This is an optimization exercise on Yosys and OpenROAD, whose aim is small area, a short achievable clock period and few clock cycles per item, not a production implementation.
The RTL was checked by simulation tests, not by an equivalence proof against the original design.

==> flow/design.v, too long to show whole: its modules and the start of the top module <==
// module network_4_8_12_16_20_16: 4161 lines
module network_4_8_12_16_20_16(clk, reset, s_valid, m_ready, data_in, m_valid, s_ready, data_out);
  // ...
==> flow/run.sh <==
#!/bin/bash
# synth_recipe.tcl (not shown) runs the flow's synth.tcl, then flattens the netlist and writes it again
# the make line also repeats each setting of config.mk as NAME=value (left out here)
make -C /OpenROAD-flow-scripts/flow DESIGN_CONFIG=/design/flow/config.mk WORK_HOME=/design/flow/orfs CLKGATE_MAP_FILE= SYNTH_SCRIPT=/design/flow/synth_recipe.tcl finish
==> flow/config.mk <==
export PLATFORM = sky130hd
export DESIGN_NAME = network_4_8_12_16_20_16
export DESIGN_NICKNAME = network_4_8_12_16_20_16
export VERILOG_FILES = /design/flow/design.v
export SDC_FILE = /design/flow/constraint.sdc
export NUM_CORES = 4
export LEC_CHECK = 0
export CAP_MARGIN = 20
export CORE_MARGIN = 2
export CORE_UTILIZATION = 60
export SETUP_SLACK_MARGIN = 5
export SLEW_MARGIN = 20
==> flow/constraint.sdc <==
create_clock -name core_clock -period 10.0 [get_ports {clk}]
set_input_delay 2.0000 -clock core_clock [delete_from_list [all_inputs] [get_ports {clk}]]
set_output_delay 2.0000 -clock core_clock [all_outputs]
set_load 0.01 [all_outputs]
==> run summary, run 1 <==
# TYPE chip_impl_metric gauge
chip_impl_metric{name="multi_input_area",unit="sq mm"} 0.0513
chip_impl_metric{name="seq_area_frac_synth",unit="%"} 28.5
chip_impl_metric{name="globalRouteMet2Util",unit="%"} 58.5
chip_impl_metric{name="fillCellCount",unit=""} 10100
chip_impl_metric{name="drt_iter0_drc",unit=""} 8153
chip_impl_info{name="whs_endpoint",value="x0[3]"} 1
chip_impl_metric{name="design.core.area",unit="sq mm"} 0.130
chip_impl_metric{name="worst_skew_pair.late_latency",unit="ps"} 750
chip_impl_metric{name="pin_count",unit=""} 38
chip_impl_metric{name="tapCellCount",unit=""} 1742
chip_impl_metric{name="route.layer.met1.wl",unit="mm"} 108
chip_impl_metric{name="first_pass_iters",unit=""} 10
chip_impl_metric{name="diodes",unit=""} 9
chip_impl_metric{name="drive_gt1_share",unit="%"} 11.2
chip_impl_info{name="critical_path.reg2reg.endpoint",value="l3_r15_3"} 1
chip_impl_info{name="ctsRootBufferMaster",value="sky130_fd_sc_hd__clkbuf_16"} 1
chip_impl_metric{name="initial_utilization",unit="%"} 60.5
chip_impl_metric{name="tritoncts.num_buffers",unit=""} 89
chip_impl_metric{name="syn-mean-instance-area",unit="sq um"} 10.1
chip_impl_metric{name="use_met1",unit="%"} 56.9
chip_impl_metric{name="fraction_of_the_mapped_netlist_area_in_compound_gates",unit="%"} 14.4
chip_impl_info{name="commonest_cells_after_routing_fill_and_taps_aside",value="sky130_fd_sc_hd__inv_1 (1035), sky130_fd_sc_hd__a22oi_1 (833), sky130_fd_sc_hd__fa_1 (813)"} 1
chip_impl_metric{name="tightestPinTransition",unit="ps"} 1040
chip_impl_metric{name="holdPathStages",unit=""} 0
chip_impl_metric{name="port_buffers",unit=""} 37
chip_impl_info{name="termination_of_the_worst_setup_path",value="l3_r15_3"} 1
chip_impl_metric{name="route.detailed.drc",unit=""} 0
chip_impl_metric{name="syn-num-nets",unit=""} 8862
chip_impl_metric{name="multi_input_area_share",unit="%"} 59.3
chip_impl_metric{name="cts.repair_timing.setup_buffer_count",unit=""} 131
chip_impl_metric{name="cts_resized",unit=""} 250
chip_impl_info{name="hold_start",value="xs0[3]"} 1
chip_impl_metric{name="highest_net_fanout_along_the_worst_path",unit=""} 11
chip_impl_metric{name="yosys.area.top_type_share",unit="%"} 21.8
chip_impl_metric{name="initial_antenna_violation_count",unit=""} 14
chip_impl_metric{name="seq_share",unit="%"} 25.9
chip_impl_metric{name="syn_std_cell_area",unit="sq mm"} 0.0785
chip_impl_info{name="run_status",value="finished clean"} 1
chip_impl_metric{name="worst_r2r_setup_slack",unit="ps"} 4640
chip_impl_metric{name="chipWidth",unit="um"} 366
chip_impl_metric{name="post_synth_edffs",unit=""} 563
Testbench counts, summed over its fixed seeds: cycles 3,296, vectors 192.
==> inputs of run 2 (changes only) <==
--- a/flow/config.mk
+++ b/flow/config.mk
@@ -7,6 +7,6 @@
 export LEC_CHECK = 0
 export CAP_MARGIN = 20
 export CORE_MARGIN = 2
-export CORE_UTILIZATION = 60
+export CORE_UTILIZATION = 40
 export SETUP_SLACK_MARGIN = 5
 export SLEW_MARGIN = 20
==> run summary, run 2 <==
# TYPE chip_impl_metric gauge
chip_impl_metric{name="synthToLayoutAreaGrowth",unit="%"} 11.8
chip_impl_metric{name="synth_warnings",unit=""} 3
chip_impl_info{name="post-synth-top-area-cell",value="sky130_fd_sc_hd__fa_1"} 1
chip_impl_metric{name="fillCellCount",unit=""} 18300
chip_impl_metric{name="die_area",unit="sq mm"} 0.200
chip_impl_metric{name="worst_skew_pair.late_latency",unit="ps"} 810
chip_impl_info{name="tritoncts",value="done"} 1
chip_impl_metric{name="clock_path_buffers",unit=""} 3
chip_impl_metric{name="port_buffers",unit=""} 37
chip_impl_metric{name="syn-mean-instance-area",unit="sq um"} 10.1
chip_impl_metric{name="ant_nets",unit=""} 0
chip_impl_metric{name="total_detailed_routing_wirelength",unit="mm"} 277
chip_impl_metric{name="largest_register_ffs",unit=""} 192
chip_impl_metric{name="worst_r2r_setup_slack",unit="ps"} 4730
chip_impl_metric{name="worst_slack",unit="ps"} 4730
chip_impl_metric{name="final_max_slew_viol_count",unit=""} 0
chip_impl_metric{name="critical_path_required",unit="ps"} 10680
chip_impl_info{name="commonest_cells_after_routing_fill_and_taps_aside",value="sky130_fd_sc_hd__inv_1 (1031), sky130_fd_sc_hd__a22oi_1 (826), sky130_fd_sc_hd__fa_1 (818)"} 1
chip_impl_metric{name="initial_utilization",unit="%"} 40.2
chip_impl_metric{name="grt-ovfl-total",unit=""} 0
chip_impl_metric{name="maxClockFrequency",unit="MHz"} 190
chip_impl_metric{name="wl_per_cell",unit="um"} 26.8
chip_impl_info{name="holdCritPathClass",value="reg -> reg"} 1
chip_impl_metric{name="r2r_cells",unit=""} 21
chip_impl_metric{name="fin_skew",unit="ps"} 114
chip_impl_info{name="timing_worst_setup_path_type",value="reg -> reg"} 1
chip_impl_metric{name="slew_headroom",unit="%"} 23.3
chip_impl_info{name="capturing_element_type_of_the_critical_path",value="register"} 1
chip_impl_metric{name="maximum_number_of_pins_on_one_net_before_global_route_repair",unit=""} 161
chip_impl_metric{name="route.detailed.drc",unit=""} 0
chip_impl_metric{name="numClockSinks",unit=""} 835
chip_impl_metric{name="std_cell_rows",unit=""} 162
chip_impl_metric{name="place_worst_setup_slack",unit="ps"} 3490
chip_impl_info{name="synth_top_cells_by_area",value="sky130_fd_sc_hd__fa_1 (22%), sky130_fd_sc_hd__edfxtp_1 (22%), sky130_fd_sc_hd__xnor2_1 (8.8%), sky130_fd_sc_hd__a22oi_1 (8.1%), sky130_fd_sc_hd__dfxtp_1 (6.9%)"} 1
chip_impl_metric{name="tightestPinTransition",unit="ps"} 1140
chip_impl_info{name="rsz0062_at_grt",value="true"} 1
chip_impl_metric{name="period_needed",unit="ps"} 5270
chip_impl_metric{name="highest_net_fanout_along_the_worst_path",unit=""} 8
chip_impl_info{name="run_status",value="finished clean"} 1
chip_impl_metric{name="pin_count",unit=""} 38
chip_impl_metric{name="ys_ff_latch",unit=""} 835
chip_impl_metric{name="drive_gt1_share",unit="%"} 11.3
chip_impl_metric{name="finalWeightedCongestion",unit=""} 1.04
chip_impl_metric{name="dr_total_vias",unit=""} 58500
chip_impl_metric{name="track_usage",unit="%"} 27.4
chip_impl_metric{name="syn-num-nets",unit=""} 8862
chip_impl_info{name="critical_path.startpoint",value="v[1]"} 1
chip_impl_metric{name="grt_pass1_vias",unit=""} 58100
chip_impl_metric{name="clk_pin_slew_worst_paths",unit="ps"} 90
chip_impl_info{name="ctsRootBufferMaster",value="sky130_fd_sc_hd__clkbuf_16"} 1
chip_impl_info{name="synthTopCellsByCount",value="sky130_fd_sc_hd__inv_1 (1052), sky130_fd_sc_hd__fa_1 (855), sky130_fd_sc_hd__a22oi_1 (843), sky130_fd_sc_hd__xnor2_1 (791), sky130_fd_sc_hd__edfxtp_1 (563)"} 1
chip_impl_info{name="largest-register",value="acc"} 1
chip_impl_metric{name="syn_std_cell_area",unit="sq mm"} 0.0785
chip_impl_metric{name="synthDistinctLibCells",unit=""} 88
chip_impl_metric{name="die_height",unit="um"} 447
chip_impl_metric{name="grt_first_pass_wirelength",unit="mm"} 401
chip_impl_metric{name="design.core.area",unit="sq mm"} 0.195
chip_impl_metric{name="dpl.hpwl",unit="mm"} 213
chip_impl_metric{name="finalHoldViolations",unit=""} 0
chip_impl_metric{name="post_synth_edffs",unit=""} 563
chip_impl_info{name="biggestRegsByFlops",value="acc: 192 flops, h2: 180 flops"} 1
chip_impl_info{name="critical_path.reg2reg.endpoint",value="l3_r15_4"} 1
chip_impl_metric{name="synthesis.instances",unit=""} 7732
chip_impl_metric{name="chipWidth",unit="um"} 447
chip_impl_metric{name="initial_antenna_violation_count",unit=""} 11
chip_impl_metric{name="first_pass_iters",unit=""} 7
chip_impl_info{name="r2r_start",value="v[1]"} 1
chip_impl_metric{name="fin_crit_sh",unit="%"} 52.7
chip_impl_metric{name="seq_area_frac_synth",unit="%"} 28.5
chip_impl_metric{name="tritoncts.num_buffers",unit=""} 95
chip_impl_info{name="leading_cell_type_in_the_layout_fill_and_taps_excluded",value="sky130_fd_sc_hd__inv_1"} 1
chip_impl_metric{name="finalNetCount",unit=""} 8746
chip_impl_info{name="setup.worst_path.start_class",value="register"} 1
chip_impl_info{name="termination_of_the_worst_setup_path",value="l3_r15_4"} 1
chip_impl_metric{name="fin_setup_tns",unit="ps"} 0
chip_impl_metric{name="timing.final.setup_violations",unit=""} 0
chip_impl_metric{name="vias_per_cell",unit=""} 5.66
chip_impl_metric{name="yosys.area.top_type_share",unit="%"} 21.8
chip_impl_metric{name="drt_iter0_drc",unit=""} 6907
chip_impl_metric{name="htree_levels",unit=""} 3
chip_impl_info{name="yosysMostFrequentCell",value="sky130_fd_sc_hd__inv_1"} 1
chip_impl_metric{name="asyncSetResetFlopFracSynth",unit="%"} 0
chip_impl_info{name="synthFlopType",value="sky130_fd_sc_hd__edfxtp_1"} 1
chip_impl_metric{name="drv_cap",unit=""} 0
chip_impl_metric{name="cp_data_arrival_time",unit="ps"} 5950
==> run 2: cell count changes in the layout (fill, tap and decap cells not counted), sizes merged <==
cell / before / now
diode: 9 / 4
nand2b: 43 / 42
bufinv: 4 / 7
clkinv: 32 / 40
bufbuf: 5 / 2
buf: 328 / 308
clkbuf: 116 / 123
==> run 2: cell type report <==
cell class	instances	area (sq um)	area share, %
Multi-Input combinational cell	5270	51200	58.4
Sequential cell	835	22400	25.5
Inverter	1060	4040	4.60
Timing Repair Buffer	352	3450	3.94
Tap cell	2624	3280	3.74
Clock buffer	118	2580	2.94
Clock inverter	59	709	0.809
Timing Repair inverter	2	10.0	0.0114
Antenna cell	4	10.0	0.0114
==> run 2: logic make-up after synthesis <==
| group | after synthesis | share of synthesized area (%) |
|---|---|---|
| AO/OA/AOI/OAI | 1622 | 14.4 |
| XOR/XNOR | 1262 | 14.1 |
| adder cells (fa/ha/maj) | 1110 | 25.9 |
| buffers and inverters | 1627 | 8.10 |
| flip-flops | 835 | 28.5 |
| multiplexers | 159 | 2.12 |
| AND/OR/NAND/NOR | 1117 | 6.88 |
==> run 2: worst min path at each step <==
| stage | slack [ps] | to | from | cells after the start |
|---|---|---|---|---|
| 2_1_floorplan | 400 | x0[0] | xs0[0] | 0 |
| 3_3_place_gp | 400 | x0[8] | xs0[8] | 0 |
| 3_5_place_dp | 400 | x0[1] | xs0[1] | 0 |
| 4_1_cts | 420 | x0[12] | xs0[12] | 0 |
| 5_1_grt | 420 | x0[10] | xs0[10] | 0 |
| 6_report | 420 | x0[10] | xs0[10] | 0 |
==> run 2: worst max-delay path, stage by stage (launching register included) <==
cell and delay [ps]:
sky130_fd_sc_hd__dfxtp_4 450, sky130_fd_sc_hd__inv_8 80, sky130_fd_sc_hd__ha_4 290, sky130_fd_sc_hd__buf_6 130, sky130_fd_sc_hd__nand2b_4 230, sky130_fd_sc_hd__buf_4 180, sky130_fd_sc_hd__a32oi_4 260, sky130_fd_sc_hd__buf_6 150
sky130_fd_sc_hd__a22oi_2 50, sky130_fd_sc_hd__xor2_1 250, sky130_fd_sc_hd__fa_1 490, sky130_fd_sc_hd__fa_2 560, sky130_fd_sc_hd__inv_2 40, sky130_fd_sc_hd__fa_2 390, sky130_fd_sc_hd__fa_2 380, sky130_fd_sc_hd__xor2_2 170
sky130_fd_sc_hd__xnor2_2 230, sky130_fd_sc_hd__xnor2_1 170, sky130_fd_sc_hd__xnor2_1 110, sky130_fd_sc_hd__xnor2_1 240, sky130_fd_sc_hd__xnor2_1 120, sky130_fd_sc_hd__xnor2_1 160
==> run 2: what timing repair did <==
action / in CTS / in global routing
cloned: 5 / 5
setup endpoints to repair: 252 / 97
pin swaps: 65 / 53
resized for setup: 298 / 147
hold buffers: 0 / 0
buffers inserted: 119 / 28
==> run 2: routing by layer <==
layer / vias to the layer above / share of wire (%) / routed length (um) / GRT usage [%]
met1: 29400 / 39 / 108000 / 35.2
met5: - / 0 / 0 / 0
li1: 25500 / - / - / -
met4: 0 / 7.2 / 20100 / 16.7
met3: 650 / 8.3 / 23100 / 5.12
met2: 2974 / 45 / 125000 / 42.8
==> run 2: through the flow <==
stage	instance area (sq um)	instances	hold WS (ps)	utilization, %
after global placement	81200	9986	401	41.7
after detailed placement	81200	9986	405	41.7
after CTS	86900	10300	416	44.6
final	87700	10300	417	45.0
after floorplan	78700	7732	400	-
after global routing	87700	10300	424	45.0

-- port drivers added, routing unchanged --
In the flow no input, the clock included, has a driving cell. The finished layouts below were timed again as built, in two steps.
Step 1: set_driving_cell puts a clkbuf_16 on clk and a buf_2 on each other input, an assumption about the parent block.
Step 2 moves the port delays by t, midway between the first and last clock arrival at a register: inputs arrive t later, outputs are due t later. That takes back most of the time a late clock gives input paths.
Three values: ideal, step 1, step 2; two values: the first two.
run	t (ns)	setup slack, ns	pins driven straight from the clock port
run 1	0.797	4.640 / 4.640 / 4.640	1
run 2	0.853	4.727 / 4.727 / 4.727	1
After both steps every run listed still meets setup and hold.
